What follows belongs to an exercise in optimizing a design on an open flow for small area and a short achievable clock period; a production flow would make more cautious choices. At most, simulation tests tie the RTL to the original design; equivalence was not proved. For runs 1 and 2, only the layout was checked, not whether the RTL still works.

==> flow/design.v (outline; a module is shown in full before it is edited, if it fits) <==
// module ConvolutionModule: 4828 lines
// module FA: 4 lines
// module HA: 4 lines
// module sqrt: 333 lines
// module Coprocessor: 21 lines
// module FilterPipe: 55 lines
module FilterPipe (
    input  wire         clk,
    input  wire         rst,
    input  wire         in_valid,
    input  wire [2:0]   op_code,
    input  wire [1:0]   matrix_size,
    input  wire [199:0] matrix_a,
    input  wire [199:0] matrix_b,
    input  wire [199:0] matrix_c,
    output reg          out_valid,
    output reg  [7:0]   result
);
  // ...
==> flow/run.sh <==
#!/bin/bash
# synth_recipe.tcl (not shown) runs the flow's synth.tcl, then flattens the netlist and writes it again
# the make line also repeats each setting of config.mk as NAME=value (left out here)
make -C /OpenROAD-flow-scripts/flow DESIGN_CONFIG=/design/flow/config.mk WORK_HOME=/design/flow/orfs CLKGATE_MAP_FILE= SYNTH_SCRIPT=/design/flow/synth_recipe.tcl finish
==> flow/config.mk <==
export PLATFORM = sky130hd
export DESIGN_NAME = FilterPipe
export DESIGN_NICKNAME = FilterPipe
export VERILOG_FILES = /design/flow/design.v
export SDC_FILE = /design/flow/constraint.sdc
export NUM_CORES = 8
export LEC_CHECK = 0
export CAP_MARGIN = 20
export CORE_MARGIN = 2
export CORE_UTILIZATION = 40
export PLACE_DENSITY_LB_ADDON = 0.1
export SLEW_MARGIN = 20
export SYNTH_HIERARCHICAL = 1
==> flow/constraint.sdc <==
create_clock -name core_clock -period 190.0 [get_ports {clk}]
set_input_delay 38.0000 -clock core_clock [delete_from_list [all_inputs] [get_ports {clk}]]
set_output_delay 38.0000 -clock core_clock [all_outputs]
set_load 0.01 [all_outputs]
==> qor.txt, run 1 <==
status: complete, no violations
crit path launch: out_valid$_SDFF_PP0_
Slew @ Worst Pin: 1.19 ns
r2r worst-path depth: 99
critical path's top delay family: buffers and inverters
register area: 12300 µm²
Post-CTS Setup Repair Bufs: 0
Synth Area in Adders: 67.1%
WP depth: 1
initial antenna violation count: 42
fraction of layout cells with a size suffix above 1: 4.35%
design area: 107000 µm²
clk latency of the worst-skew pair: 0.76 ns
flops & latches, synth: 612
Post-synth EDFFs: 0
Hold Path Class: reg -> reg
Critical Path Source Type: register
clock buffer depth: 3
Die X: 497 µm
clkbuf count: 98
Critical Path Fanout Max: 1
Seq/total area: 11.5%
==> run 2: changes to the inputs <==
==> flow/flow/run.sh (new file) <==
#!/bin/bash
# The standard layout (the standard.sh: ORFS synthesis to finish), with the
# port buffers that global placement inserts made sky130_fd_sc_hd__buf_1 cells
# instead of the cell buffer_ports picks by default.
set -euo pipefail
export BUFFER_PORTS_ARGS="-buffer_cell sky130_fd_sc_hd__buf_1"
bash standard.sh finish > standard.log 2>&1
==> flow/standard.sh (new file) <==
#!/bin/bash
# synth_recipe.tcl (not shown) runs the flow's synth.tcl, then flattens the netlist and writes it again
# the make line also repeats each setting of config.mk as NAME=value (left out here)
make -C /OpenROAD-flow-scripts/flow DESIGN_CONFIG=/design/flow/config.mk WORK_HOME=/design/flow/orfs CLKGATE_MAP_FILE= SYNTH_SCRIPT=/design/flow/synth_recipe.tcl "${@:-finish}"
removed: flow/run.sh
==> run 2 against run 1 <==
  * Setup slack better by 0.38 ns
  * Global-route usage shrank 2.4 points
  * Design area down 3.6%
  * Cell count barely moved
==> qor.txt, run 2 <==
status: complete, no violations (unchanged)
most common cell after layout, fill and taps aside: nand2_1 (unchanged)
Slew @ Worst Pin: 1.27 ns (was 1.19 ns)
core footprint: 243000 µm² (unchanged)
DRC viols: 0 (unchanged)
first-pass GRT wire length: 709 mm (was 742 mm)
Hold Path Class: reg -> reg (unchanged)
RR Endpoint: result[0]$_DFF_P_ (unchanged)
max cap viols: 0 (unchanged)
most common cell in the netlist: nand2_1 (unchanged)
Core Rows: 181 (unchanged)
Gate Count Post-Synth: 8506 (unchanged)
r2r worst-path depth: 94 (was 99)
design area: 103000 µm² (was 107000 µm²)
Main synth FF type: dfxtp_1 (unchanged)
crit share post-route: 20.6% (was 20.8%)
Die X: 497 µm (unchanged)
drt total wl: 537 mm (was 566 mm)
Post-synth EDFFs: 0 (unchanged)
reg2reg setup slack: 150.78 ns (was 151.01 ns)
Worst EP arrival: 1.23 ns (was 1.61 ns)
Synthesized Nets: 12400 (unchanged)
Fin Setup TNS: 0 ns (unchanged)
Critical Path, Cell by Cell: buf_1 (was clkdlybuf4s50_1)
height of the die: 497 µm (unchanged)
Seq/Total Area, Yosys: 12.6% (unchanged)
commonest cells in the netlist: 3259 x nand2_1, 3240 x fa_1, 612 x dfxtp_1, 425 x clkbuf_2, 376 x buf_2 (unchanged)
Fin Hold WS: 0.461 ns (was 0.432 ns)
slowest stage cell, crit path: dfxtp_1 (was clkdlybuf4s50_1)
Worst setup endpoint: result[0] (was out_valid)
largest area contributor in the netlist: fa_1 (unchanged)
RSZ-0062 raised after global routing: false (unchanged)
flops & latches, synth: 612 (unchanged)
CTS root buf: clkbuf_16 (unchanged)
Synth Cell Area: 97300 µm² (unchanged)
fraction of layout cells with a size suffix above 1: 4.25% (was 4.35%)
RD Place Congestion: 1.07 (was 1.14)
Slew HR: 15.4% (was 20.9%)
share of the synthesized area in the top cell type: 66.7% (unchanged)
DR vias: 71600 (was 72000)
Critical Path Fanout Max: 1 (unchanged)
Avg Cell Area, Syn: 11.4 µm² (unchanged)
mean number of vias per cell: 6.05 (was 6.09)
# clock sinks: 612 (unchanged)
min cycle time layout: 39.23 ns (was 39.61 ns)
Final Max Tran Viols: 0 (unchanged)
total I/O pin count: 617 (unchanged)
vias in the first global route: 76500 (about the same)
CP max stage delay: 0.33 ns (was 0.53 ns)
clock-pin transition on the worst setup and hold timing paths: 0.06 ns (was 0.05 ns)
initial drt markers: 10700 (was 11400)
crit path kind: reg -> out (unchanged)
commonest cells after routing, fill and taps aside: 3259 x nand2_1, 3240 x fa_1, 614 x buf_1 (was 3259 x nand2_1, 3240 x fa_1, 614 x clkdlybuf4s50_1)
CTS Hold Bufs: 0 (unchanged)
pre-CTS setup slack: 150.16 ns (about the same)
critical path's top delay family: flip-flops (was buffers and inverters)
worst setup margin: 150.77 ns (was 150.39 ns)
WL/cell: 45.4 µm (was 47.8 µm)
grt total ovfl: 0 (unchanged)
Required @ worst endpoint: 152.00 ns (about the same)
WP depth: 1 (unchanged)
Yosys Warn Count: 7 (unchanged)
synth unique cells: 72 (unchanged)
clock buffer depth: 3 (unchanged)
hold_sp: v_r$_SDFF_PP0_ (unchanged)
TritonRoute pass-1 iters: 6 (was 8)
total track usage: 43.9% (was 46.3%)
Max Clk Rate: 0.0255 GHz (was 0.0252 GHz)
Initial Util: 40.1% (unchanged)
Async SR Flop Fraction: 0% (unchanged)
largest cells by area after synthesis: fa_1 67%, dfxtp_1 13%, nand2_1 13%, clkbuf_2 2.2%, buf_2 1.9% (unchanged)
clk latency of the worst-skew pair: 0.75 ns (was 0.76 ns)
P&R area growth vs syn: 6.20% (was 10.2%)
Critical Path Source Type: register (unchanged)
Detailed Place HPWL: 459 mm (was 481 mm)
CTS HTree Levels: 3 (unchanged)
largest net degree at the start of global routing: 79 (was 95)
DP Area: 101000 µm² (was 105000 µm²)
biggest regs: a_r (200), b_r (200), c_r (200) (unchanged)
Port-buffer cells: 616 (unchanged)
final hold violation count: 0 (unchanged)
post-CTS sizing: 0 (unchanged)
Die ar.: 247000 µm² (unchanged)
Post-CTS Setup Repair Bufs: 0 (unchanged)
nets@finish: 12400 (about the same)
Final Skew: 0.0289 ns (was 0.0457 ns)
Crit path buffers/inverters: 1 (unchanged)
ANT nets after route: 0 (unchanged)
CTS buffer count: 69 (was 71)
crit path capture type: primary output (unchanged)
crit path launch: result[0]$_DFF_P_ (was out_valid$_SDFF_PP0_)
initial antenna violation count: 42 (unchanged)
CTS tree: yes (unchanged)
Final Setup Violations: 0 (unchanged)
Reg-to-Reg Start: a_r[48]$_DFF_P_ (unchanged)
[run 2: cells by family after synthesis]
logic type	Yosys count	share of synthesized area, %
simple gates	3505	14.2
xor+xnor	23	0.265
compound gates	106	0.818
buf+inv	971	4.87
mux	18	0.204
fa+ha+maj	3271	67.1
flops	612	12.6
[run 2: final cells by class]
| class | instances | area (µm²) |
|---|---|---|
| fillers | 23000 | 139000 |
| diodes | 18 | 45.0 |
| inverters | 134 | 503 |
| repair buffers | 819 | 3840 |
| well taps | 3202 | 4010 |
| clock inverters | 30 | 349 |
| clock buffers | 94 | 1970 |
| multi-input cells | 6923 | 80300 |
| flip-flops and latches | 612 | 12300 |
[run 2: worst min path at each step]
stage	cells after the start	end
finish	1	out_valid$_SDFF_PP0_
global route	1	out_valid$_SDFF_PP0_
CTS	1	out_valid$_SDFF_PP0_
detailed placement	1	out_valid$_SDFF_PP0_
global placement	1	out_valid$_SDFF_PP0_
floorplan	1	out_valid$_SDFF_PP0_
[run 2: metrics by stage]
step | instances | utilization (%)
after detailed placement | 11700 | 41.6
final | 11800 | 42.6
after global placement | 11700 | 41.6
after floorplan | 8506 | -
after global routing | 11800 | 42.6
after CTS | 11800 | 42.6
[run 2: routing by layer]
layer	vias to the layer above	GRT usage (%)	share of wire, %
li1	25100	-	-
met1	39300	61.1	40
met2	6192	55.7	38
met3	953	25.4	18
met4	38	15.7	4.5
met5	-	0.772	0.094
[run 2: modules after synthesis, one instance, submodules excluded]
module	flops+latches	times used
ConvolutionModule	0	2
sqrt	0	1
HA	0	4
Coprocessor	0	1
FA	0	3240
FilterPipe	612	1
==> module sqrt, before the edit <==
module sqrt (
    input  wire [7:0] x,
    input  wire [7:0] y,
    output wire [7:0] out
);
  wire q0 = ~x[0];
  wire q1 = ~(x[0] & x[1]);
  wire q2 = ~(x[0] & x[2]);
  wire q3 = ~(x[0] & x[3]);
  wire q4 = ~(x[0] & x[4]);
  wire q5 = ~(x[0] & x[5]);
  wire q6 = ~(x[0] & x[6]);
  wire q7 = ~(x[0] & x[7]);
  wire q8 = ~x[1];
  wire q9 = ~(x[1] & x[2]);
  wire q10 = ~(x[1] & x[3]);
  wire q11 = ~(x[1] & x[4]);
  wire q12 = ~(x[1] & x[5]);
  wire q13 = ~(x[1] & x[6]);
  wire q14 = ~(x[1] & x[7]);
  wire q15 = ~x[2];
  wire q16 = ~(x[2] & x[3]);
  wire q17 = ~(x[2] & x[4]);
  wire q18 = ~(x[2] & x[5]);
  wire q19 = ~(x[2] & x[6]);
  wire q20 = ~(x[2] & x[7]);
  wire q21 = ~x[3];
  wire q22 = ~(x[3] & x[4]);
  wire q23 = ~(x[3] & x[5]);
  wire q24 = ~(x[3] & x[6]);
  wire q25 = ~(x[3] & x[7]);
  wire q26 = ~x[4];
  wire q27 = ~(x[4] & x[5]);
  wire q28 = ~(x[4] & x[6]);
  wire q29 = ~(x[4] & x[7]);
  wire q30 = ~x[5];
  wire q31 = ~(x[5] & x[6]);
  wire q32 = ~(x[5] & x[7]);
  wire q33 = ~x[6];
  wire q34 = ~(x[6] & x[7]);
  wire q35 = ~x[7];
  wire q36 = ~y[0];
  wire q37 = ~(y[0] & y[1]);
  wire q38 = ~(y[0] & y[2]);
  wire q39 = ~(y[0] & y[3]);
  wire q40 = ~(y[0] & y[4]);
  wire q41 = ~(y[0] & y[5]);
  wire q42 = ~(y[0] & y[6]);
  wire q43 = ~(y[0] & y[7]);
  wire q44 = ~y[1];
  wire q45 = ~(y[1] & y[2]);
  wire q46 = ~(y[1] & y[3]);
  wire q47 = ~(y[1] & y[4]);
  wire q48 = ~(y[1] & y[5]);
  wire q49 = ~(y[1] & y[6]);
  wire q50 = ~(y[1] & y[7]);
  wire q51 = ~y[2];
  wire q52 = ~(y[2] & y[3]);
  wire q53 = ~(y[2] & y[4]);
  wire q54 = ~(y[2] & y[5]);
  wire q55 = ~(y[2] & y[6]);
  wire q56 = ~(y[2] & y[7]);
  wire q57 = ~y[3];
  wire q58 = ~(y[3] & y[4]);
  wire q59 = ~(y[3] & y[5]);
  wire q60 = ~(y[3] & y[6]);
  wire q61 = ~(y[3] & y[7]);
  wire q62 = ~y[4];
  wire q63 = ~(y[4] & y[5]);
  wire q64 = ~(y[4] & y[6]);
  wire q65 = ~(y[4] & y[7]);
  wire q66 = ~y[5];
  wire q67 = ~(y[5] & y[6]);
  wire q68 = ~(y[5] & y[7]);
  wire q69 = ~y[6];
  wire q70 = ~(y[6] & y[7]);
  wire q71 = ~y[7];
  wire q72 = ~(q0 ^ q36);
  wire q73 = q0 | q36;
  wire q74 = ~(q1 ^ q8);
  wire q75 = q1 | q8;
  wire q76, q77;
  FA u_q76 (.a(q37), .b(q44), .c(q74), .s(q76), .co(q77));
  wire q78 = ~(q2 ^ q38);
  wire q79 = q2 | q38;
  wire q80, q81;
  FA u_q80 (.a(q75), .b(q78), .c(q77), .s(q80), .co(q81));
  wire q82 = ~(q3 ^ q9);
  wire q83 = q3 | q9;
  wire q84, q85;
  FA u_q84 (.a(q15), .b(q39), .c(q45), .s(q84), .co(q85));
  wire q86, q87;
  FA u_q86 (.a(q51), .b(q79), .c(q82), .s(q86), .co(q87));
  wire q88, q89;
  FA u_q88 (.a(q84), .b(q86), .c(q81), .s(q88), .co(q89));
  wire q90 = ~(q4 ^ q10);
  wire q91 = q4 | q10;
  wire q92, q93;
  FA u_q92 (.a(q40), .b(q46), .c(q83), .s(q92), .co(q93));
  wire q94, q95;
  FA u_q94 (.a(q85), .b(q90), .c(q87), .s(q94), .co(q95));
  wire q96, q97;
  FA u_q96 (.a(q92), .b(q94), .c(q89), .s(q96), .co(q97));
  wire q98 = ~(q5 ^ q11);
  wire q99 = q5 | q11;
  wire q100, q101;
  FA u_q100 (.a(q16), .b(q21), .c(q41), .s(q100), .co(q101));
  wire q102, q103;
  FA u_q102 (.a(q47), .b(q52), .c(q57), .s(q102), .co(q103));
  wire q104, q105;
  FA u_q104 (.a(q91), .b(q98), .c(q100), .s(q104), .co(q105));
  wire q106, q107;
  FA u_q106 (.a(q102), .b(q93), .c(q104), .s(q106), .co(q107));
  wire q108, q109;
  FA u_q108 (.a(q95), .b(q106), .c(q97), .s(q108), .co(q109));
  wire q110 = ~(q6 ^ q12);
  wire q111 = q6 | q12;
  wire q112, q113;
  FA u_q112 (.a(q17), .b(q42), .c(q48), .s(q112), .co(q113));
  wire q114, q115;
  FA u_q114 (.a(q53), .b(q99), .c(q101), .s(q114), .co(q115));
  wire q116, q117;
  FA u_q116 (.a(q103), .b(q110), .c(q112), .s(q116), .co(q117));
  wire q118, q119;
  FA u_q118 (.a(q105), .b(q114), .c(q116), .s(q118), .co(q119));
  wire q120, q121;
  FA u_q120 (.a(q107), .b(q118), .c(q109), .s(q120), .co(q121));
  wire q122 = ~(q7 ^ q13);
  wire q123 = q7 | q13;
  wire q124, q125;
  FA u_q124 (.a(q18), .b(q22), .c(q26), .s(q124), .co(q125));
  wire q126, q127;
  FA u_q126 (.a(q43), .b(q49), .c(q54), .s(q126), .co(q127));
  wire q128, q129;
  FA u_q128 (.a(q58), .b(q62), .c(q111), .s(q128), .co(q129));
  wire q130, q131;
  FA u_q130 (.a(q113), .b(q122), .c(q124), .s(q130), .co(q131));
  wire q132, q133;
  FA u_q132 (.a(q126), .b(q115), .c(q117), .s(q132), .co(q133));
  wire q134, q135;
  FA u_q134 (.a(q128), .b(q130), .c(q119), .s(q134), .co(q135));
  wire q136, q137;
  FA u_q136 (.a(q132), .b(q134), .c(q121), .s(q136), .co(q137));
  wire q138 = ~(q14 ^ q19);
  wire q139 = q14 | q19;
  wire q140, q141;
  FA u_q140 (.a(q23), .b(q50), .c(q55), .s(q140), .co(q141));
  wire q142, q143;
  FA u_q142 (.a(q59), .b(q123), .c(q125), .s(q142), .co(q143));
  wire q144, q145;
  FA u_q144 (.a(q127), .b(q138), .c(q140), .s(q144), .co(q145));
  wire q146, q147;
  FA u_q146 (.a(q129), .b(q131), .c(q142), .s(q146), .co(q147));
  wire q148, q149;
  FA u_q148 (.a(q144), .b(q133), .c(q146), .s(q148), .co(q149));
  wire q150, q151;
  FA u_q150 (.a(q135), .b(q148), .c(q137), .s(q150), .co(q151));
  wire q152, q153;
  FA u_q152 (.a(q20), .b(q24), .c(q27), .s(q152), .co(q153));
  wire q154, q155;
  FA u_q154 (.a(q30), .b(q56), .c(q60), .s(q154), .co(q155));
  wire q156, q157;
  FA u_q156 (.a(q63), .b(q66), .c(q139), .s(q156), .co(q157));
  wire q158, q159;
  FA u_q158 (.a(q141), .b(q152), .c(q154), .s(q158), .co(q159));
  wire q160, q161;
  FA u_q160 (.a(q143), .b(q145), .c(q156), .s(q160), .co(q161));
  wire q162, q163;
  FA u_q162 (.a(q158), .b(q147), .c(q160), .s(q162), .co(q163));
  wire q164, q165;
  FA u_q164 (.a(q149), .b(q162), .c(q151), .s(q164), .co(q165));
  wire q166, q167;
  FA u_q166 (.a(q25), .b(q28), .c(q61), .s(q166), .co(q167));
  wire q168, q169;
  FA u_q168 (.a(q64), .b(q153), .c(q155), .s(q168), .co(q169));
  wire q170, q171;
  FA u_q170 (.a(q166), .b(q157), .c(q159), .s(q170), .co(q171));
  wire q172, q173;
  FA u_q172 (.a(q168), .b(q161), .c(q170), .s(q172), .co(q173));
  wire q174, q175;
  FA u_q174 (.a(q163), .b(q172), .c(q165), .s(q174), .co(q175));
  wire q176, q177;
  FA u_q176 (.a(q29), .b(q31), .c(q33), .s(q176), .co(q177));
  wire q178, q179;
  FA u_q178 (.a(q65), .b(q67), .c(q69), .s(q178), .co(q179));
  wire q180, q181;
  FA u_q180 (.a(q167), .b(q176), .c(q178), .s(q180), .co(q181));
  wire q182, q183;
  FA u_q182 (.a(q169), .b(q180), .c(q171), .s(q182), .co(q183));
  wire q184, q185;
  FA u_q184 (.a(q182), .b(q173), .c(q175), .s(q184), .co(q185));
  wire q186, q187;
  FA u_q186 (.a(q32), .b(q68), .c(q177), .s(q186), .co(q187));
  wire q188, q189;
  FA u_q188 (.a(q179), .b(q181), .c(q186), .s(q188), .co(q189));
  wire q190, q191;
  FA u_q190 (.a(q188), .b(q183), .c(q185), .s(q190), .co(q191));
  wire q192, q193;
  FA u_q192 (.a(q34), .b(q35), .c(q70), .s(q192), .co(q193));
  wire q194, q195;
  FA u_q194 (.a(q71), .b(q192), .c(q187), .s(q194), .co(q195));
  wire q196, q197;
  FA u_q196 (.a(q189), .b(q194), .c(q191), .s(q196), .co(q197));
  wire q198, q199;
  FA u_q198 (.a(q193), .b(q195), .c(q197), .s(q198), .co(q199));
  wire q200 = q199;
  wire [16:0] ss = ~{q200, q198, q196, q190, q184, q174, q164, q150, q136, q120, q108, q96, q88, q80, q76, q73, q72};
  wire q201 = ~ss[14];
  wire q202 = ~(ss[15] ^ ss[14]);
  wire q203 = ss[15] | ss[14];
  wire q204 = ~q203;
  wire q205 = ~q204;
  wire q206 = q205 ? q201 : ss[14];
  wire q207 = q205 ? q202 : ss[15];
  wire q208 = ~ss[12];
  wire q209 = ~(ss[13] ^ ss[12]);
  wire q210 = ss[13] | ss[12];
  wire q211, q212;
  FA u_q211 (.a(q206), .b(q204), .c(q210), .s(q211), .co(q212));
  wire q213 = ~(q207 ^ q212);
  wire q214 = ~q213;
  wire q215 = q214 ? q208 : ss[12];
  wire q216 = q214 ? q209 : ss[13];
  wire q217 = q214 ? q211 : q206;
  wire q218 = ~ss[10];
  wire q219 = ~(ss[11] ^ ss[10]);
  wire q220 = ss[11] | ss[10];
  wire q221, q222;
  FA u_q221 (.a(q215), .b(q213), .c(q220), .s(q221), .co(q222));
  wire q223, q224;
  FA u_q223 (.a(q216), .b(q204), .c(q222), .s(q223), .co(q224));
  wire q225 = ~(q217 ^ q224);
  wire q226 = ~q225;
  wire q227 = q226 ? q218 : ss[10];
  wire q228 = q226 ? q219 : ss[11];
  wire q229 = q226 ? q221 : q215;
  wire q230 = q226 ? q223 : q216;
  wire q231 = ~ss[8];
  wire q232 = ~(ss[9] ^ ss[8]);
  wire q233 = ss[9] | ss[8];
  wire q234, q235;
  FA u_q234 (.a(q227), .b(q225), .c(q233), .s(q234), .co(q235));
  wire q236, q237;
  FA u_q236 (.a(q228), .b(q213), .c(q235), .s(q236), .co(q237));
  wire q238, q239;
  FA u_q238 (.a(q229), .b(q204), .c(q237), .s(q238), .co(q239));
  wire q240 = ~(q230 ^ q239);
  wire q241 = ~q240;
  wire q242 = q241 ? q231 : ss[8];
  wire q243 = q241 ? q232 : ss[9];
  wire q244 = q241 ? q234 : q227;
  wire q245 = q241 ? q236 : q228;
  wire q246 = q241 ? q238 : q229;
  wire q247 = ~ss[6];
  wire q248 = ~(ss[7] ^ ss[6]);
  wire q249 = ss[7] | ss[6];
  wire q250, q251;
  FA u_q250 (.a(q242), .b(q240), .c(q249), .s(q250), .co(q251));
  wire q252, q253;
  FA u_q252 (.a(q243), .b(q225), .c(q251), .s(q252), .co(q253));
  wire q254, q255;
  FA u_q254 (.a(q244), .b(q213), .c(q253), .s(q254), .co(q255));
  wire q256, q257;
  FA u_q256 (.a(q245), .b(q204), .c(q255), .s(q256), .co(q257));
  wire q258 = ~(q246 ^ q257);
  wire q259 = ~q258;
  wire q260 = q259 ? q247 : ss[6];
  wire q261 = q259 ? q248 : ss[7];
  wire q262 = q259 ? q250 : q242;
  wire q263 = q259 ? q252 : q243;
  wire q264 = q259 ? q254 : q244;
  wire q265 = q259 ? q256 : q245;
  wire q266 = ~ss[4];
  wire q267 = ~(ss[5] ^ ss[4]);
  wire q268 = ss[5] | ss[4];
  wire q269, q270;
  FA u_q269 (.a(q260), .b(q258), .c(q268), .s(q269), .co(q270));
  wire q271, q272;
  FA u_q271 (.a(q261), .b(q240), .c(q270), .s(q271), .co(q272));
  wire q273, q274;
  FA u_q273 (.a(q262), .b(q225), .c(q272), .s(q273), .co(q274));
  wire q275, q276;
  FA u_q275 (.a(q263), .b(q213), .c(q274), .s(q275), .co(q276));
  wire q277, q278;
  FA u_q277 (.a(q264), .b(q204), .c(q276), .s(q277), .co(q278));
  wire q279 = ~(q265 ^ q278);
  wire q280 = ~q279;
  wire q281 = q280 ? q266 : ss[4];
  wire q282 = q280 ? q267 : ss[5];
  wire q283 = q280 ? q269 : q260;
  wire q284 = q280 ? q271 : q261;
  wire q285 = q280 ? q273 : q262;
  wire q286 = q280 ? q275 : q263;
  wire q287 = q280 ? q277 : q264;
  wire q288 = ~ss[2];
  wire q289 = ~(ss[3] ^ ss[2]);
  wire q290 = ss[3] | ss[2];
  wire q291, q292;
  FA u_q291 (.a(q281), .b(q279), .c(q290), .s(q291), .co(q292));
  wire q293, q294;
  FA u_q293 (.a(q282), .b(q258), .c(q292), .s(q293), .co(q294));
  wire q295, q296;
  FA u_q295 (.a(q283), .b(q240), .c(q294), .s(q295), .co(q296));
  wire q297, q298;
  FA u_q297 (.a(q284), .b(q225), .c(q296), .s(q297), .co(q298));
  wire q299, q300;
  FA u_q299 (.a(q285), .b(q213), .c(q298), .s(q299), .co(q300));
  wire q301, q302;
  FA u_q301 (.a(q286), .b(q204), .c(q300), .s(q301), .co(q302));
  wire q303 = ~(q287 ^ q302);
  wire q304 = ~q303;
  wire q305 = q304 ? q288 : ss[2];
  wire q306 = q304 ? q289 : ss[3];
  wire q307 = q304 ? q291 : q281;
  wire q308 = q304 ? q293 : q282;
  wire q309 = q304 ? q295 : q283;
  wire q310 = q304 ? q297 : q284;
  wire q311 = q304 ? q299 : q285;
  wire q312 = q304 ? q301 : q286;
  wire q313 = ~ss[0];
  wire q314 = ~(ss[1] ^ ss[0]);
  wire q315 = ss[1] | ss[0];
  wire q316 = (q305 & q303) | (q305 & q315) | (q303 & q315);
  wire q317 = (q306 & q279) | (q306 & q316) | (q279 & q316);
  wire q318 = (q307 & q258) | (q307 & q317) | (q258 & q317);
  wire q319 = (q308 & q240) | (q308 & q318) | (q240 & q318);
  wire q320 = (q309 & q225) | (q309 & q319) | (q225 & q319);
  wire q321 = (q310 & q213) | (q310 & q320) | (q213 & q320);
  wire q322 = (q311 & q204) | (q311 & q321) | (q204 & q321);
  wire q323 = ~(q312 ^ q322);
  wire q324 = ~q323;
  assign out = ss[16] ? 8'd255 : {q205, q214, q226, q241, q259, q280, q304, q324};
endmodule
==> module Coprocessor, before the edit <==
module Coprocessor (
    input  wire         is6,        
    input  wire         is7,        
    input  wire [199:0] am,         
    input  wire [199:0] matrix_b,
    input  wire [199:0] matrix_c,
    output wire [7:0]   result
);
    wire [19:0] sb, sc;
    ConvolutionModule conv_b (.am(am), .k(matrix_b), .s(sb));
    ConvolutionModule conv_c (.am(am), .k(matrix_c), .s(sc));
    wire satx = ~(~|sb[19:8] | (&sb[19:8] & |sb[7:0]));
    wire saty = ~(~|sc[19:8] | (&sc[19:8] & |sc[7:0]));
    wire [7:0] ax = sb[19] ? (~sb[7:0] + 8'd1) : sb[7:0];
    wire [7:0] ay = sc[19] ? (~sc[7:0] + 8'd1) : sc[7:0];
    wire [7:0] grad;
    sqrt sqrt_unit (.x(ax), .y(ay), .out(grad));
    wire [7:0] grad_s = (satx | saty) ? 8'd255 : grad;
    wire [7:0] lap    = sb[19] ? 8'd0 : (satx ? 8'd255 : sb[7:0]);
    assign result = is6 ? lap : (is7 ? grad_s : 8'd0);
endmodule
==> module FilterPipe, before the edit <==
module FilterPipe (
    input  wire         clk,
    input  wire         rst,
    input  wire         in_valid,
    input  wire [2:0]   op_code,
    input  wire [1:0]   matrix_size,
    input  wire [199:0] matrix_a,
    input  wire [199:0] matrix_b,
    input  wire [199:0] matrix_c,
    output reg          out_valid,
    output reg  [7:0]   result
);
    wire m2 = matrix_size[1] | matrix_size[0];
    wire m3 = matrix_size[1];
    wire m4 = matrix_size[1] & matrix_size[0];
    wire [199:0] am;
    genvar e;
    generate
        for (e = 0; e < 25; e = e + 1) begin : g_mask
            localparam integer R = e / 5;
            localparam integer C = e % 5;
            localparam integer MX = (R > C) ? R : C;
            if (MX <= 1) begin : g_all
                assign am[8*e +: 8] = matrix_a[8*e +: 8];
            end else if (MX == 2) begin : g_2
                assign am[8*e +: 8] = matrix_a[8*e +: 8] & {8{m2}};
            end else if (MX == 3) begin : g_3
                assign am[8*e +: 8] = matrix_a[8*e +: 8] & {8{m3}};
            end else begin : g_4
                assign am[8*e +: 8] = matrix_a[8*e +: 8] & {8{m4}};
            end
        end
    endgenerate
    reg         v_r, is6_r, is7_r;
    reg [199:0] a_r, b_r, c_r;
    always @(posedge clk) begin
        if (rst) v_r <= 1'b0;
        else     v_r <= in_valid;
        is6_r <= (op_code == 3'd6);
        is7_r <= (op_code == 3'd7);
        a_r   <= am;
        b_r   <= matrix_b;
        c_r   <= matrix_c;
    end
    wire [7:0] res;
    Coprocessor core (
        .is6(is6_r), .is7(is7_r), .am(a_r), .matrix_b(b_r), .matrix_c(c_r),
        .result(res)
    );
    always @(posedge clk) begin
        if (rst) out_valid <= 1'b0;
        else     out_valid <= v_r;
        result <= res;
    end
endmodule
==> run 3: changes to the inputs <==
--- a/flow/design.v
+++ b/flow/design.v
@@ -4841,356 +4841,231 @@
 );
-  wire q0 = ~x[0];
-  wire q1 = ~(x[0] & x[1]);
-  wire q2 = ~(x[0] & x[2]);
-  wire q3 = ~(x[0] & x[3]);
-  wire q4 = ~(x[0] & x[4]);
-  wire q5 = ~(x[0] & x[5]);
-  wire q6 = ~(x[0] & x[6]);
-  wire q7 = ~(x[0] & x[7]);
-  wire q8 = ~x[1];
-  wire q9 = ~(x[1] & x[2]);
-  wire q10 = ~(x[1] & x[3]);
-  wire q11 = ~(x[1] & x[4]);
-  wire q12 = ~(x[1] & x[5]);
-  wire q13 = ~(x[1] & x[6]);
-  wire q14 = ~(x[1] & x[7]);
-  wire q15 = ~x[2];
-  wire q16 = ~(x[2] & x[3]);
-  wire q17 = ~(x[2] & x[4]);
-  wire q18 = ~(x[2] & x[5]);
-  wire q19 = ~(x[2] & x[6]);
-  wire q20 = ~(x[2] & x[7]);
-  wire q21 = ~x[3];
-  wire q22 = ~(x[3] & x[4]);
-  wire q23 = ~(x[3] & x[5]);
-  wire q24 = ~(x[3] & x[6]);
-  wire q25 = ~(x[3] & x[7]);
-  wire q26 = ~x[4];
-  wire q27 = ~(x[4] & x[5]);
-  wire q28 = ~(x[4] & x[6]);
-  wire q29 = ~(x[4] & x[7]);
-  wire q30 = ~x[5];
-  wire q31 = ~(x[5] & x[6]);
-  wire q32 = ~(x[5] & x[7]);
-  wire q33 = ~x[6];
-  wire q34 = ~(x[6] & x[7]);
-  wire q35 = ~x[7];
-  wire q36 = ~y[0];
-  wire q37 = ~(y[0] & y[1]);
-  wire q38 = ~(y[0] & y[2]);
-  wire q39 = ~(y[0] & y[3]);
-  wire q40 = ~(y[0] & y[4]);
-  wire q41 = ~(y[0] & y[5]);
-  wire q42 = ~(y[0] & y[6]);
-  wire q43 = ~(y[0] & y[7]);
-  wire q44 = ~y[1];
-  wire q45 = ~(y[1] & y[2]);
-  wire q46 = ~(y[1] & y[3]);
-  wire q47 = ~(y[1] & y[4]);
-  wire q48 = ~(y[1] & y[5]);
-  wire q49 = ~(y[1] & y[6]);
-  wire q50 = ~(y[1] & y[7]);
-  wire q51 = ~y[2];
-  wire q52 = ~(y[2] & y[3]);
-  wire q53 = ~(y[2] & y[4]);
-  wire q54 = ~(y[2] & y[5]);
-  wire q55 = ~(y[2] & y[6]);
-  wire q56 = ~(y[2] & y[7]);
-  wire q57 = ~y[3];
-  wire q58 = ~(y[3] & y[4]);
-  wire q59 = ~(y[3] & y[5]);
-  wire q60 = ~(y[3] & y[6]);
-  wire q61 = ~(y[3] & y[7]);
-  wire q62 = ~y[4];
-  wire q63 = ~(y[4] & y[5]);
-  wire q64 = ~(y[4] & y[6]);
-  wire q65 = ~(y[4] & y[7]);
-  wire q66 = ~y[5];
-  wire q67 = ~(y[5] & y[6]);
-  wire q68 = ~(y[5] & y[7]);
-  wire q69 = ~y[6];
-  wire q70 = ~(y[6] & y[7]);
-  wire q71 = ~y[7];
-  wire q72 = ~(q0 ^ q36);
-  wire q73 = q0 | q36;
-  wire q74 = ~(q1 ^ q8);
-  wire q75 = q1 | q8;
+  wire q0 = x[0] & x[1];
+  wire q1 = x[0] & x[2];
+  wire q2 = x[0] & x[3];
+  wire q3 = x[0] & x[4];
+  wire q4 = x[0] & x[5];
+  wire q5 = x[0] & x[6];
+  wire q6 = x[0] & x[7];
+  wire q7 = x[1] & x[2];
+  wire q8 = x[1] & x[3];
+  wire q9 = x[1] & x[4];
+  wire q10 = x[1] & x[5];
+  wire q11 = x[1] & x[6];
+  wire q12 = x[1] & x[7];
+  wire q13 = x[2] & x[3];
+  wire q14 = x[2] & x[4];
+  wire q15 = x[2] & x[5];
+  wire q16 = x[2] & x[6];
+  wire q17 = x[2] & x[7];
+  wire q18 = x[3] & x[4];
+  wire q19 = x[3] & x[5];
+  wire q20 = x[3] & x[6];
+  wire q21 = x[3] & x[7];
+  wire q22 = x[4] & x[5];
+  wire q23 = x[4] & x[6];
+  wire q24 = x[4] & x[7];
+  wire q25 = x[5] & x[6];
+  wire q26 = x[5] & x[7];
+  wire q27 = x[6] & x[7];
+  wire q28 = y[0] & y[1];
+  wire q29 = y[0] & y[2];
+  wire q30 = y[0] & y[3];
+  wire q31 = y[0] & y[4];
+  wire q32 = y[0] & y[5];
+  wire q33 = y[0] & y[6];
+  wire q34 = y[0] & y[7];
+  wire q35 = y[1] & y[2];
+  wire q36 = y[1] & y[3];
+  wire q37 = y[1] & y[4];
+  wire q38 = y[1] & y[5];
+  wire q39 = y[1] & y[6];
+  wire q40 = y[1] & y[7];
+  wire q41 = y[2] & y[3];
+  wire q42 = y[2] & y[4];
+  wire q43 = y[2] & y[5];
+  wire q44 = y[2] & y[6];
+  wire q45 = y[2] & y[7];
+  wire q46 = y[3] & y[4];
+  wire q47 = y[3] & y[5];
+  wire q48 = y[3] & y[6];
+  wire q49 = y[3] & y[7];
+  wire q50 = y[4] & y[5];
+  wire q51 = y[4] & y[6];
+  wire q52 = y[4] & y[7];
+  wire q53 = y[5] & y[6];
+  wire q54 = y[5] & y[7];
+  wire q55 = y[6] & y[7];
+  wire q56, q57;
+  HA u_q56 (.a(x[0]), .b(y[0]), .s(q56), .co(q57));
+  wire q58, q59;
+  FA u_q58 (.a(q0), .b(x[1]), .c(q28), .s(q58), .co(q59));
+  wire q60, q61;
+  HA u_q60 (.a(y[1]), .b(q58), .s(q60), .co(q61));
+  wire q62, q63;
+  FA u_q62 (.a(q1), .b(q29), .c(q59), .s(q62), .co(q63));
+  wire q64, q65;
+  HA u_q64 (.a(q61), .b(q62), .s(q64), .co(q65));
+  wire q66, q67;
+  FA u_q66 (.a(q2), .b(q7), .c(x[2]), .s(q66), .co(q67));
+  wire q68, q69;
+  FA u_q68 (.a(q30), .b(q35), .c(y[2]), .s(q68), .co(q69));
+  wire q70, q71;
+  FA u_q70 (.a(q66), .b(q68), .c(q63), .s(q70), .co(q71));
+  wire q72, q73;
+  HA u_q72 (.a(q65), .b(q70), .s(q72), .co(q73));
+  wire q74, q75;
+  FA u_q74 (.a(q3), .b(q8), .c(q31), .s(q74), .co(q75));
   wire q76, q77;
-  FA u_q76 (.a(q37), .b(q44), .c(q74), .s(q76), .co(q77));
-  wire q78 = ~(q2 ^ q38);
-  wire q79 = q2 | q38;
+  FA u_q76 (.a(q36), .b(q67), .c(q69), .s(q76), .co(q77));
+  wire q78, q79;
+  FA u_q78 (.a(q74), .b(q76), .c(q71), .s(q78), .co(q79));
   wire q80, q81;
-  FA u_q80 (.a(q75), .b(q78), .c(q77), .s(q80), .co(q81));
-  wire q82 = ~(q3 ^ q9);
-  wire q83 = q3 | q9;
+  HA u_q80 (.a(q73), .b(q78), .s(q80), .co(q81));
+  wire q82, q83;
+  FA u_q82 (.a(q4), .b(q9), .c(q13), .s(q82), .co(q83));
   wire q84, q85;
-  FA u_q84 (.a(q15), .b(q39), .c(q45), .s(q84), .co(q85));
+  FA u_q84 (.a(x[3]), .b(q32), .c(q37), .s(q84), .co(q85));
   wire q86, q87;
-  FA u_q86 (.a(q51), .b(q79), .c(q82), .s(q86), .co(q87));
+  FA u_q86 (.a(q41), .b(y[3]), .c(q75), .s(q86), .co(q87));
   wire q88, q89;
-  FA u_q88 (.a(q84), .b(q86), .c(q81), .s(q88), .co(q89));
-  wire q90 = ~(q4 ^ q10);
-  wire q91 = q4 | q10;
+  FA u_q88 (.a(q82), .b(q84), .c(q77), .s(q88), .co(q89));
+  wire q90, q91;
+  FA u_q90 (.a(q86), .b(q88), .c(q79), .s(q90), .co(q91));
   wire q92, q93;
-  FA u_q92 (.a(q40), .b(q46), .c(q83), .s(q92), .co(q93));
+  HA u_q92 (.a(q81), .b(q90), .s(q92), .co(q93));
   wire q94, q95;
-  FA u_q94 (.a(q85), .b(q90), .c(q87), .s(q94), .co(q95));
+  FA u_q94 (.a(q5), .b(q10), .c(q14), .s(q94), .co(q95));
   wire q96, q97;
-  FA u_q96 (.a(q92), .b(q94), .c(q89), .s(q96), .co(q97));
-  wire q98 = ~(q5 ^ q11);
-  wire q99 = q5 | q11;
+  FA u_q96 (.a(q33), .b(q38), .c(q42), .s(q96), .co(q97));
+  wire q98, q99;
+  FA u_q98 (.a(q83), .b(q85), .c(q94), .s(q98), .co(q99));
   wire q100, q101;
-  FA u_q100 (.a(q16), .b(q21), .c(q41), .s(q100), .co(q101));
+  FA u_q100 (.a(q96), .b(q87), .c(q98), .s(q100), .co(q101));
   wire q102, q103;
-  FA u_q102 (.a(q47), .b(q52), .c(q57), .s(q102), .co(q103));
+  FA u_q102 (.a(q89), .b(q100), .c(q91), .s(q102), .co(q103));
   wire q104, q105;
-  FA u_q104 (.a(q91), .b(q98), .c(q100), .s(q104), .co(q105));
+  HA u_q104 (.a(q93), .b(q102), .s(q104), .co(q105));
   wire q106, q107;
-  FA u_q106 (.a(q102), .b(q93), .c(q104), .s(q106), .co(q107));
+  FA u_q106 (.a(q6), .b(q11), .c(q15), .s(q106), .co(q107));
   wire q108, q109;
-  FA u_q108 (.a(q95), .b(q106), .c(q97), .s(q108), .co(q109));
-  wire q110 = ~(q6 ^ q12);
-  wire q111 = q6 | q12;
+  FA u_q108 (.a(q18), .b(x[4]), .c(q34), .s(q108), .co(q109));
+  wire q110, q111;
+  FA u_q110 (.a(q39), .b(q43), .c(q46), .s(q110), .co(q111));
   wire q112, q113;
-  FA u_q112 (.a(q17), .b(q42), .c(q48), .s(q112), .co(q113));
+  FA u_q112 (.a(y[4]), .b(q95), .c(q97), .s(q112), .co(q113));
   wire q114, q115;
-  FA u_q114 (.a(q53), .b(q99), .c(q101), .s(q114), .co(q115));
+  FA u_q114 (.a(q106), .b(q108), .c(q110), .s(q114), .co(q115));
   wire q116, q117;
-  FA u_q116 (.a(q103), .b(q110), .c(q112), .s(q116), .co(q117));
+  FA u_q116 (.a(q99), .b(q112), .c(q114), .s(q116), .co(q117));
   wire q118, q119;
-  FA u_q118 (.a(q105), .b(q114), .c(q116), .s(q118), .co(q119));
+  FA u_q118 (.a(q101), .b(q116), .c(q103), .s(q118), .co(q119));
   wire q120, q121;
-  FA u_q120 (.a(q107), .b(q118), .c(q109), .s(q120), .co(q121));
-  wire q122 = ~(q7 ^ q13);
-  wire q123 = q7 | q13;
+  HA u_q120 (.a(q105), .b(q118), .s(q120), .co(q121));
+  wire q122, q123;
+  FA u_q122 (.a(q12), .b(q16), .c(q19), .s(q122), .co(q123));
   wire q124, q125;
-  FA u_q124 (.a(q18), .b(q22), .c(q26), .s(q124), .co(q125));
+  FA u_q124 (.a(q40), .b(q44), .c(q47), .s(q124), .co(q125));
   wire q126, q127;
-  FA u_q126 (.a(q43), .b(q49), .c(q54), .s(q126), .co(q127));
+  FA u_q126 (.a(q107), .b(q109), .c(q111), .s(q126), .co(q127));
   wire q128, q129;
-  FA u_q128 (.a(q58), .b(q62), .c(q111), .s(q128), .co(q129));
+  FA u_q128 (.a(q122), .b(q124), .c(q113), .s(q128), .co(q129));
   wire q130, q131;
-  FA u_q130 (.a(q113), .b(q122), .c(q124), .s(q130), .co(q131));
+  FA u_q130 (.a(q115), .b(q126), .c(q128), .s(q130), .co(q131));
   wire q132, q133;
-  FA u_q132 (.a(q126), .b(q115), .c(q117), .s(q132), .co(q133));
+  FA u_q132 (.a(q117), .b(q130), .c(q119), .s(q132), .co(q133));
   wire q134, q135;
-  FA u_q134 (.a(q128), .b(q130), .c(q119), .s(q134), .co(q135));
+  HA u_q134 (.a(q121), .b(q132), .s(q134), .co(q135));
   wire q136, q137;
-  FA u_q136 (.a(q132), .b(q134), .c(q121), .s(q136), .co(q137));
-  wire q138 = ~(q14 ^ q19);
-  wire q139 = q14 | q19;
+  FA u_q136 (.a(q17), .b(q20), .c(q22), .s(q136), .co(q137));
+  wire q138, q139;
+  FA u_q138 (.a(x[5]), .b(q45), .c(q48), .s(q138), .co(q139));
   wire q140, q141;
-  FA u_q140 (.a(q23), .b(q50), .c(q55), .s(q140), .co(q141));
+  FA u_q140 (.a(q50), .b(y[5]), .c(q123), .s(q140), .co(q141));
   wire q142, q143;
-  FA u_q142 (.a(q59), .b(q123), .c(q125), .s(q142), .co(q143));
+  FA u_q142 (.a(q125), .b(q136), .c(q138), .s(q142), .co(q143));
   wire q144, q145;
-  FA u_q144 (.a(q127), .b(q138), .c(q140), .s(q144), .co(q145));
+  FA u_q144 (.a(q127), .b(q140), .c(q142), .s(q144), .co(q145));
   wire q146, q147;
-  FA u_q146 (.a(q129), .b(q131), .c(q142), .s(q146), .co(q147));
+  FA u_q146 (.a(q129), .b(q144), .c(q131), .s(q146), .co(q147));
   wire q148, q149;
-  FA u_q148 (.a(q144), .b(q133), .c(q146), .s(q148), .co(q149));
+  FA u_q148 (.a(q146), .b(q133), .c(q135), .s(q148), .co(q149));
   wire q150, q151;
-  FA u_q150 (.a(q135), .b(q148), .c(q137), .s(q150), .co(q151));
+  FA u_q150 (.a(q21), .b(q23), .c(q49), .s(q150), .co(q151));
   wire q152, q153;
-  FA u_q152 (.a(q20), .b(q24), .c(q27), .s(q152), .co(q153));
+  FA u_q152 (.a(q51), .b(q137), .c(q139), .s(q152), .co(q153));
   wire q154, q155;
-  FA u_q154 (.a(q30), .b(q56), .c(q60), .s(q154), .co(q155));
+  FA u_q154 (.a(q150), .b(q141), .c(q143), .s(q154), .co(q155));
   wire q156, q157;
-  FA u_q156 (.a(q63), .b(q66), .c(q139), .s(q156), .co(q157));
+  FA u_q156 (.a(q152), .b(q145), .c(q154), .s(q156), .co(q157));
   wire q158, q159;
-  FA u_q158 (.a(q141), .b(q152), .c(q154), .s(q158), .co(q159));
+  FA u_q158 (.a(q156), .b(q147), .c(q149), .s(q158), .co(q159));
   wire q160, q161;
-  FA u_q160 (.a(q143), .b(q145), .c(q156), .s(q160), .co(q161));
+  FA u_q160 (.a(q24), .b(q25), .c(x[6]), .s(q160), .co(q161));
   wire q162, q163;
-  FA u_q162 (.a(q158), .b(q147), .c(q160), .s(q162), .co(q163));
+  FA u_q162 (.a(q52), .b(q53), .c(y[6]), .s(q162), .co(q163));
   wire q164, q165;
-  FA u_q164 (.a(q149), .b(q162), .c(q151), .s(q164), .co(q165));
+  FA u_q164 (.a(q151), .b(q160), .c(q162), .s(q164), .co(q165));
   wire q166, q167;
-  FA u_q166 (.a(q25), .b(q28), .c(q61), .s(q166), .co(q167));
+  FA u_q166 (.a(q153), .b(q164), .c(q155), .s(q166), .co(q167));
   wire q168, q169;
-  FA u_q168 (.a(q64), .b(q153), .c(q155), .s(q168), .co(q169));
+  FA u_q168 (.a(q166), .b(q157), .c(q159), .s(q168), .co(q169));
   wire q170, q171;
-  FA u_q170 (.a(q166), .b(q157), .c(q159), .s(q170), .co(q171));
+  FA u_q170 (.a(q26), .b(q54), .c(q161), .s(q170), .co(q171));
   wire q172, q173;
-  FA u_q172 (.a(q168), .b(q161), .c(q170), .s(q172), .co(q173));
+  FA u_q172 (.a(q163), .b(q165), .c(q170), .s(q172), .co(q173));
   wire q174, q175;
-  FA u_q174 (.a(q163), .b(q172), .c(q165), .s(q174), .co(q175));
+  FA u_q174 (.a(q172), .b(q167), .c(q169), .s(q174), .co(q175));
   wire q176, q177;
-  FA u_q176 (.a(q29), .b(q31), .c(q33), .s(q176), .co(q177));
+  FA u_q176 (.a(q27), .b(x[7]), .c(q55), .s(q176), .co(q177));
   wire q178, q179;
-  FA u_q178 (.a(q65), .b(q67), .c(q69), .s(q178), .co(q179));
+  FA u_q178 (.a(y[7]), .b(q176), .c(q171), .s(q178), .co(q179));
   wire q180, q181;
-  FA u_q180 (.a(q167), .b(q176), .c(q178), .s(q180), .co(q181));
+  FA u_q180 (.a(q173), .b(q178), .c(q175), .s(q180), .co(q181));
   wire q182, q183;
-  FA u_q182 (.a(q169), .b(q180), .c(q171), .s(q182), .co(q183));
-  wire q184, q185;
-  FA u_q184 (.a(q182), .b(q173), .c(q175), .s(q184), .co(q185));
-  wire q186, q187;
-  FA u_q186 (.a(q32), .b(q68), .c(q177), .s(q186), .co(q187));
-  wire q188, q189;
-  FA u_q188 (.a(q179), .b(q181), .c(q186), .s(q188), .co(q189));
-  wire q190, q191;
-  FA u_q190 (.a(q188), .b(q183), .c(q185), .s(q190), .co(q191));
-  wire q192, q193;
-  FA u_q192 (.a(q34), .b(q35), .c(q70), .s(q192), .co(q193));
-  wire q194, q195;
-  FA u_q194 (.a(q71), .b(q192), .c(q187), .s(q194), .co(q195));
-  wire q196, q197;
-  FA u_q196 (.a(q189), .b(q194), .c(q191), .s(q196), .co(q197));
-  wire q198, q199;
-  FA u_q198 (.a(q193), .b(q195), .c(q197), .s(q198), .co(q199));
-  wire q200 = q199;
-  wire [16:0] ss = ~{q200, q198, q196, q190, q184, q174, q164, q150, q136, q120, q108, q96, q88, q80, q76, q73, q72};
-  wire q201 = ~ss[14];
-  wire q202 = ~(ss[15] ^ ss[14]);
-  wire q203 = ss[15] | ss[14];
-  wire q204 = ~q203;
-  wire q205 = ~q204;
-  wire q206 = q205 ? q201 : ss[14];
-  wire q207 = q205 ? q202 : ss[15];
-  wire q208 = ~ss[12];
-  wire q209 = ~(ss[13] ^ ss[12]);
-  wire q210 = ss[13] | ss[12];
-  wire q211, q212;
-  FA u_q211 (.a(q206), .b(q204), .c(q210), .s(q211), .co(q212));
-  wire q213 = ~(q207 ^ q212);
-  wire q214 = ~q213;
-  wire q215 = q214 ? q208 : ss[12];
-  wire q216 = q214 ? q209 : ss[13];
-  wire q217 = q214 ? q211 : q206;
-  wire q218 = ~ss[10];
-  wire q219 = ~(ss[11] ^ ss[10]);
-  wire q220 = ss[11] | ss[10];
-  wire q221, q222;
-  FA u_q221 (.a(q215), .b(q213), .c(q220), .s(q221), .co(q222));
-  wire q223, q224;
-  FA u_q223 (.a(q216), .b(q204), .c(q222), .s(q223), .co(q224));
-  wire q225 = ~(q217 ^ q224);
-  wire q226 = ~q225;
-  wire q227 = q226 ? q218 : ss[10];
-  wire q228 = q226 ? q219 : ss[11];
-  wire q229 = q226 ? q221 : q215;
-  wire q230 = q226 ? q223 : q216;
-  wire q231 = ~ss[8];
-  wire q232 = ~(ss[9] ^ ss[8]);
-  wire q233 = ss[9] | ss[8];
-  wire q234, q235;
-  FA u_q234 (.a(q227), .b(q225), .c(q233), .s(q234), .co(q235));
-  wire q236, q237;
-  FA u_q236 (.a(q228), .b(q213), .c(q235), .s(q236), .co(q237));
-  wire q238, q239;
-  FA u_q238 (.a(q229), .b(q204), .c(q237), .s(q238), .co(q239));
-  wire q240 = ~(q230 ^ q239);
-  wire q241 = ~q240;
-  wire q242 = q241 ? q231 : ss[8];
-  wire q243 = q241 ? q232 : ss[9];
-  wire q244 = q241 ? q234 : q227;
-  wire q245 = q241 ? q236 : q228;
-  wire q246 = q241 ? q238 : q229;
-  wire q247 = ~ss[6];
-  wire q248 = ~(ss[7] ^ ss[6]);
-  wire q249 = ss[7] | ss[6];
-  wire q250, q251;
-  FA u_q250 (.a(q242), .b(q240), .c(q249), .s(q250), .co(q251));
-  wire q252, q253;
-  FA u_q252 (.a(q243), .b(q225), .c(q251), .s(q252), .co(q253));
-  wire q254, q255;
-  FA u_q254 (.a(q244), .b(q213), .c(q253), .s(q254), .co(q255));
-  wire q256, q257;
-  FA u_q256 (.a(q245), .b(q204), .c(q255), .s(q256), .co(q257));
-  wire q258 = ~(q246 ^ q257);
-  wire q259 = ~q258;
-  wire q260 = q259 ? q247 : ss[6];
-  wire q261 = q259 ? q248 : ss[7];
-  wire q262 = q259 ? q250 : q242;
-  wire q263 = q259 ? q252 : q243;
-  wire q264 = q259 ? q254 : q244;
-  wire q265 = q259 ? q256 : q245;
-  wire q266 = ~ss[4];
-  wire q267 = ~(ss[5] ^ ss[4]);
-  wire q268 = ss[5] | ss[4];
-  wire q269, q270;
-  FA u_q269 (.a(q260), .b(q258), .c(q268), .s(q269), .co(q270));
-  wire q271, q272;
-  FA u_q271 (.a(q261), .b(q240), .c(q270), .s(q271), .co(q272));
-  wire q273, q274;
-  FA u_q273 (.a(q262), .b(q225), .c(q272), .s(q273), .co(q274));
-  wire q275, q276;
-  FA u_q275 (.a(q263), .b(q213), .c(q274), .s(q275), .co(q276));
-  wire q277, q278;
-  FA u_q277 (.a(q264), .b(q204), .c(q276), .s(q277), .co(q278));
-  wire q279 = ~(q265 ^ q278);
-  wire q280 = ~q279;
-  wire q281 = q280 ? q266 : ss[4];
-  wire q282 = q280 ? q267 : ss[5];
-  wire q283 = q280 ? q269 : q260;
-  wire q284 = q280 ? q271 : q261;
-  wire q285 = q280 ? q273 : q262;
-  wire q286 = q280 ? q275 : q263;
-  wire q287 = q280 ? q277 : q264;
-  wire q288 = ~ss[2];
-  wire q289 = ~(ss[3] ^ ss[2]);
-  wire q290 = ss[3] | ss[2];
-  wire q291, q292;
-  FA u_q291 (.a(q281), .b(q279), .c(q290), .s(q291), .co(q292));
-  wire q293, q294;
-  FA u_q293 (.a(q282), .b(q258), .c(q292), .s(q293), .co(q294));
-  wire q295, q296;
-  FA u_q295 (.a(q283), .b(q240), .c(q294), .s(q295), .co(q296));
-  wire q297, q298;
-  FA u_q297 (.a(q284), .b(q225), .c(q296), .s(q297), .co(q298));
-  wire q299, q300;
-  FA u_q299 (.a(q285), .b(q213), .c(q298), .s(q299), .co(q300));
-  wire q301, q302;
-  FA u_q301 (.a(q286), .b(q204), .c(q300), .s(q301), .co(q302));
-  wire q303 = ~(q287 ^ q302);
-  wire q304 = ~q303;
-  wire q305 = q304 ? q288 : ss[2];
-  wire q306 = q304 ? q289 : ss[3];
-  wire q307 = q304 ? q291 : q281;
-  wire q308 = q304 ? q293 : q282;
-  wire q309 = q304 ? q295 : q283;
-  wire q310 = q304 ? q297 : q284;
-  wire q311 = q304 ? q299 : q285;
-  wire q312 = q304 ? q301 : q286;
-  wire q313 = ~ss[0];
-  wire q314 = ~(ss[1] ^ ss[0]);
-  wire q315 = ss[1] | ss[0];
-  wire q316 = (q305 & q303) | (q305 & q315) | (q303 & q315);
-  wire q317 = (q306 & q279) | (q306 & q316) | (q279 & q316);
-  wire q318 = (q307 & q258) | (q307 & q317) | (q258 & q317);
-  wire q319 = (q308 & q240) | (q308 & q318) | (q240 & q318);
-  wire q320 = (q309 & q225) | (q309 & q319) | (q225 & q319);
-  wire q321 = (q310 & q213) | (q310 & q320) | (q213 & q320);
-  wire q322 = (q311 & q204) | (q311 & q321) | (q204 & q321);
-  wire q323 = ~(q312 ^ q322);
-  wire q324 = ~q323;
-  assign out = ss[16] ? 8'd255 : {q205, q214, q226, q241, q259, q280, q304, q324};
+  FA u_q182 (.a(q177), .b(q179), .c(q181), .s(q182), .co(q183));
+  wire q184 = q183;
+  wire [16:0] ss = {q184, q182, q180, q174, q168, q158, q148, q134, q120, q104, q92, q80, q72, q64, q60, q57, q56};
+  wire [0:0] r0 = 1'b0;
+  wire [2:0] ri1 = {1'b0, ss[15:14]};
+  wire [2:0] tr1 = {1'b0, 2'b01};
+  wire [2:0] df1 = ri1 - tr1;
+  wire ge1 = ~df1[2];
+  wire [1:0] rm1 = ge1 ? df1[1:0] : ri1[1:0];
+  wire [3:0] ri2 = {rm1, ss[13:12]};
+  wire [3:0] tr2 = {1'b0, ge1, 2'b01};
+  wire [3:0] df2 = ri2 - tr2;
+  wire ge2 = ~df2[3];
+  wire [2:0] rm2 = ge2 ? df2[2:0] : ri2[2:0];
+  wire [4:0] ri3 = {rm2, ss[11:10]};
+  wire [4:0] tr3 = {1'b0, ge1, ge2, 2'b01};
+  wire [4:0] df3 = ri3 - tr3;
+  wire ge3 = ~df3[4];
+  wire [3:0] rm3 = ge3 ? df3[3:0] : ri3[3:0];
+  wire [5:0] ri4 = {rm3, ss[9:8]};
+  wire [5:0] tr4 = {1'b0, ge1, ge2, ge3, 2'b01};
+  wire [5:0] df4 = ri4 - tr4;
+  wire ge4 = ~df4[5];
+  wire [4:0] rm4 = ge4 ? df4[4:0] : ri4[4:0];
+  wire [6:0] ri5 = {rm4, ss[7:6]};
+  wire [6:0] tr5 = {1'b0, ge1, ge2, ge3, ge4, 2'b01};
+  wire [6:0] df5 = ri5 - tr5;
+  wire ge5 = ~df5[6];
+  wire [5:0] rm5 = ge5 ? df5[5:0] : ri5[5:0];
+  wire [7:0] ri6 = {rm5, ss[5:4]};
+  wire [7:0] tr6 = {1'b0, ge1, ge2, ge3, ge4, ge5, 2'b01};
+  wire [7:0] df6 = ri6 - tr6;
+  wire ge6 = ~df6[7];
+  wire [6:0] rm6 = ge6 ? df6[6:0] : ri6[6:0];
+  wire [8:0] ri7 = {rm6, ss[3:2]};
+  wire [8:0] tr7 = {1'b0, ge1, ge2, ge3, ge4, ge5, ge6, 2'b01};
+  wire [8:0] df7 = ri7 - tr7;
+  wire ge7 = ~df7[8];
+  wire [7:0] rm7 = ge7 ? df7[7:0] : ri7[7:0];
+  wire [9:0] ri8 = {rm7, ss[1:0]};
+  wire [9:0] tr8 = {1'b0, ge1, ge2, ge3, ge4, ge5, ge6, ge7, 2'b01};
+  wire [9:0] df8 = ri8 - tr8;
+  wire ge8 = ~df8[9];
+  assign out = ss[16] ? 8'd255 : {ge1, ge2, ge3, ge4, ge5, ge6, ge7, ge8};
 endmodule
 module Coprocessor (
-    input  wire         is6,        
-    input  wire         is7,        
-    input  wire [199:0] am,         
-    input  wire [199:0] matrix_b,
-    input  wire [199:0] matrix_c,
-    output wire [7:0]   result
-);
-    wire [19:0] sb, sc;
-    ConvolutionModule conv_b (.am(am), .k(matrix_b), .s(sb));
-    ConvolutionModule conv_c (.am(am), .k(matrix_c), .s(sc));
-    wire satx = ~(~|sb[19:8] | (&sb[19:8] & |sb[7:0]));
-    wire saty = ~(~|sc[19:8] | (&sc[19:8] & |sc[7:0]));
-    wire [7:0] ax = sb[19] ? (~sb[7:0] + 8'd1) : sb[7:0];
-    wire [7:0] ay = sc[19] ? (~sc[7:0] + 8'd1) : sc[7:0];
-    wire [7:0] grad;
-    sqrt sqrt_unit (.x(ax), .y(ay), .out(grad));
-    wire [7:0] grad_s = (satx | saty) ? 8'd255 : grad;
-    wire [7:0] lap    = sb[19] ? 8'd0 : (satx ? 8'd255 : sb[7:0]);
-    assign result = is6 ? lap : (is7 ? grad_s : 8'd0);
-endmodule
-module FilterPipe (
-    input  wire         clk,
-    input  wire         rst,
-    input  wire         in_valid,
-    input  wire [2:0]   op_code,
     input  wire [1:0]   matrix_size,
@@ -5199,4 +5074,7 @@
     input  wire [199:0] matrix_c,
-    output reg          out_valid,
-    output reg  [7:0]   result
+    output wire [7:0]   ax,       
+    output wire [7:0]   ay,       
+    output wire         satx,     
+    output wire         saty,     
+    output wire         negx      
 );
@@ -5223,3 +5101,30 @@
     endgenerate
-    reg         v_r, is6_r, is7_r;
+    wire [19:0] sb, sc;
+    ConvolutionModule conv_b (.am(am), .k(matrix_b), .s(sb));
+    ConvolutionModule conv_c (.am(am), .k(matrix_c), .s(sc));
+    wire bx_hi0 = ~|sb[19:8];
+    wire bx_hi1 = &sb[19:8];
+    wire by_hi0 = ~|sc[19:8];
+    wire by_hi1 = &sc[19:8];
+    assign negx = sb[19];
+    assign satx = ~(bx_hi0 | (bx_hi1 & |sb[7:0]));
+    assign saty = ~(by_hi0 | (by_hi1 & |sc[7:0]));
+    assign ax = sb[19] ? (~sb[7:0] + 8'd1) : sb[7:0];
+    assign ay = sc[19] ? (~sc[7:0] + 8'd1) : sc[7:0];
+endmodule
+module FilterPipe (
+    input  wire         clk,
+    input  wire         rst,
+    input  wire         in_valid,
+    input  wire [2:0]   op_code,
+    input  wire [1:0]   matrix_size,
+    input  wire [199:0] matrix_a,
+    input  wire [199:0] matrix_b,
+    input  wire [199:0] matrix_c,
+    output reg          out_valid,
+    output reg  [7:0]   result
+);
+    reg         v_r;
+    reg [2:0]   op_r;
+    reg [1:0]   size_r;
     reg [199:0] a_r, b_r, c_r;
@@ -5228,17 +5133,35 @@
         else     v_r <= in_valid;
-        is6_r <= (op_code == 3'd6);
-        is7_r <= (op_code == 3'd7);
-        a_r   <= am;
-        b_r   <= matrix_b;
-        c_r   <= matrix_c;
+        op_r   <= op_code;
+        size_r <= matrix_size;
+        a_r    <= matrix_a;
+        b_r    <= matrix_b;
+        c_r    <= matrix_c;
     end
-    wire [7:0] res;
+    wire [7:0] ax, ay;
+    wire       satx, saty, negx;
     Coprocessor core (
-        .is6(is6_r), .is7(is7_r), .am(a_r), .matrix_b(b_r), .matrix_c(c_r),
-        .result(res)
+        .matrix_size(size_r), .matrix_a(a_r), .matrix_b(b_r), .matrix_c(c_r),
+        .ax(ax), .ay(ay), .satx(satx), .saty(saty), .negx(negx)
     );
+    reg        v_m, satx_m, saty_m, negx_m, is6_m, is7_m;
+    reg [7:0]  ax_m, ay_m;
+    always @(posedge clk) begin
+        if (rst) v_m <= 1'b0;
+        else     v_m <= v_r;
+        satx_m <= satx;
+        saty_m <= saty;
+        negx_m <= negx;
+        is6_m  <= (op_r == 3'd6);
+        is7_m  <= (op_r == 3'd7);
+        ax_m   <= ax;
+        ay_m   <= ay;
+    end
+    wire [7:0] grad;
+    sqrt sqrt_unit (.x(ax_m), .y(ay_m), .out(grad));
+    wire [7:0] grad_s = (satx_m | saty_m) ? 8'd255 : grad;
+    wire [7:0] lap    = negx_m ? 8'd0 : (satx_m ? 8'd255 : ax_m);
     always @(posedge clk) begin
         if (rst) out_valid <= 1'b0;
-        else     out_valid <= v_r;
-        result <= res;
+        else     out_valid <= v_m;
+        result <= is6_m ? lap : (is7_m ? grad_s : 8'd0);
     end
==> flow/run.sh (new file) <==
#!/bin/bash
# synth_recipe.tcl (not shown) runs the flow's synth.tcl, then flattens the netlist and writes it again
# the make line also repeats each setting of config.mk as NAME=value (left out here)
make -C /OpenROAD-flow-scripts/flow DESIGN_CONFIG=/design/flow/config.mk WORK_HOME=/design/flow/orfs CLKGATE_MAP_FILE= SYNTH_SCRIPT=/design/flow/synth_recipe.tcl finish
--- a/flow/config.mk
+++ b/flow/config.mk
@@ -7,2 +7,3 @@
 export LEC_CHECK = 0
+export ABC_AREA = 1
 export CAP_MARGIN = 20
removed: flow/flow/run.sh
removed: flow/standard.sh
==> run 3 against run 2 <==
  * Wire length up 6.1%
  * Synthesized cell count up 6.4%
  * Cell count up 5.0%
  * Clock-buffer cell count up 6
  * Flip-flop and latch count up 25
  * Die area up 1.7%
  * Still clean on timing, DRC and antenna
  * Via count up 2.8%
  * Register-to-register slack better by 21 ns
==> qor.txt, run 3 <==
RR Endpoint: saty_m$_DFF_P_ (was result[0]$_DFF_P_)
busiest grt layer: met1 (unchanged)
Slew HR: 33.6% (was 15.4%)
CTS HTree Levels: 3 (unchanged)
Synth Area in Simple Gates: 14.8% (was 14.2%)
vias in the first global route: 77300 (was 76500)
status: complete, no violations (unchanged)
post-CTS sizing: 0 (unchanged)
r2r worst-path depth: 45 (was 94)
core footprint: 246000 µm² (was 243000 µm²)
grt total ovfl: 0 (unchanged)
pre-CTS setup slack: 151.15 ns (was 150.16 ns)
Yosys Warn Count: 7 (unchanged)
largest cells by area after synthesis: fa_1 65%, nand2_1 13%, dfxtp_1 13%, buf_2 4.0%, inv_1 1.7% (was fa_1 67%, dfxtp_1 13%, nand2_1 13%, clkbuf_2 2.2%, buf_2 1.9%)
Post-synth EDFFs: 0 (unchanged)
Max Clk Rate: 0.0253 GHz (was 0.0255 GHz)
DR vias: 73600 (was 71600)
Reg-to-Reg Start: size_r[1]$_DFF_P_ (was a_r[48]$_DFF_P_)
Detailed Place HPWL: 496 mm (was 459 mm)
xor/xnor share of the synthesized area: 0.186% (was 0.265%)
height of the die: 501 µm (was 497 µm)
share of the synthesized area in the top cell type: 65.1% (was 66.7%)
commonest cells in the netlist: 3499 x nand2_1, 3219 x fa_1, 793 x buf_2, 637 x dfxtp_1, 458 x inv_1 (was 3259 x nand2_1, 3240 x fa_1, 612 x dfxtp_1, 425 x clkbuf_2, 376 x buf_2)
final hold violation count: 0 (unchanged)
CTS tree: yes (unchanged)
P&R area growth vs syn: 10.4% (was 6.20%)
slowest stage cell, crit path: clkdlybuf4s50_1 (was dfxtp_1)
met2 usage: 60.3% (was 55.7%)
Slew @ Worst Pin: 0.996 ns (was 1.27 ns)
total I/O pin count: 617 (unchanged)
min cycle time layout: 39.58 ns (was 39.23 ns)
Seq/Total Area, Yosys: 12.9% (was 12.6%)
WHS Path Cells: 2 (was 1)
hold_sp: v_m$_SDFF_PP0_ (was v_r$_SDFF_PP0_)
Crit path buffers/inverters: 1 (unchanged)
Required @ worst endpoint: 152.00 ns (about the same)
mux share of post-synthesis cell area: 0% (was 0.204%)
crit path capture type: primary output (unchanged)
TritonRoute pass-1 iters: 8 (was 6)
compound-cell area share of the yosys netlist: 0.274% (was 0.818%)
Hold Path Class: reg -> reg (unchanged)
fill cell count: 23000 (about the same)
Critical Path Source Type: register (unchanged)
DRC viols: 0 (unchanged)
biggest regs: a_r (200), b_r (200), c_r (200) (unchanged)
Initial Util: 40.2% (was 40.1%)
[run 3: cell count changes in the layout (fill, tap and decap cells not counted), moves of 78 or more]
cell	delta
clkdlybuf4s50_1	+616
buf_1	-614
nor2_1	+78
inv_1	+325
and2_1	-94
nand2_1	+239
[run 3: worst max path at each step]
stage	from	to	slack (ns)	cells past startpoint
finish	result[5]$_DFF_P_	result[5]	150.42	1
detailed placement	result[6]$_DFF_P_	result[6]	151.15	1
global placement	result[6]$_DFF_P_	result[6]	151.18	1
CTS	result[5]$_DFF_P_	result[5]	150.35	1
floorplan	out_valid$_SDFF_PP0_	out_valid	151.67	0
global route	result[5]$_DFF_P_	result[5]	150.36	1
[run 3: cell type report]
class	count	area [µm²]	area share [%]
Antenna cell	20	50.0	0.0458
Clock buffer	100	2060	1.88
Clock inverter	29	370	0.339
Inverter	463	1740	1.59
Multi-Input combinational cell	7124	80400	73.6
Sequential cell	637	12800	11.7
Tap cell	3220	4030	3.69
Timing Repair Buffer	836	7820	7.16
[run 3: per-layer routing]
metal  wire (µm)  up-vias
li1            -    26300
met1      224000    39900
met2      218000     6260
met3       99300     1059
met4       27100       40
met5         828        -
[run 3: metrics by stage]
step / hold slack [ns] / cell area [µm²]
6_report: 0.403 / 109000
3_3_place_gp: 0.407 / 107000
5_1_grt: 0.424 / 109000
2_1_floorplan: 0.388 / 98900
3_5_place_dp: 0.398 / 107000
4_1_cts: 0.408 / 109000
[run 3: cell families (layout without fill, tap and decap cells)]
family	after synthesis	in the layout
flip-flops	637	637
other	0	20
adder cells (fa/ha/maj)	3271	3271
AND/OR/NAND/NOR	3786	3786
buffers and inverters	1293	1428
XOR/XNOR	21	21
AO/OA/AOI/OAI	46	46
[run 3: Yosys stat by module (local to each module, per instance)]
module	times used	flops+latches
ConvolutionModule	2	0
Coprocessor	1	0
FA	3219	0
FilterPipe	1	637
HA	13	0
sqrt	1	0

## static timing again, ports no longer ideal
No port has a modelled driver above. Below, the same layouts with a new extraction and two added sets of constraints. Step 1: set_driving_cell puts a clkbuf_16 on clk and a buf_2 on each other input, an assumption about the parent block. Step 2 times the ports against the registers' clock, not the clock port: input delays grow and output delays shrink by t, the midpoint of the rising clock arrivals with the driver on. Three values: no drivers, after step 1, after step 2; two values: the first two.
| run | t, ns | setup WS [ns] | slew at the worst register clock pin (ns) | worst slew at a driven data input, ns |
|---|---|---|---|---|
| run 1 | 0.827 | 150.392 / 150.295 / 150.097 | 0.06 / 0.06 | 0.12 |
| run 2 | 0.833 | 150.768 / 150.668 / 150.076 | 0.09 / 0.09 | 0.14 |
| run 3 | 0.831 | 150.417 / 150.318 / 151.148 | 0.08 / 0.08 | 0.07 |
After both steps setup and hold are still met in every run listed. For run 2, which loses most, drivers alone change the setup slack by -0.100 ns; drivers and shift together by -0.692 ns.
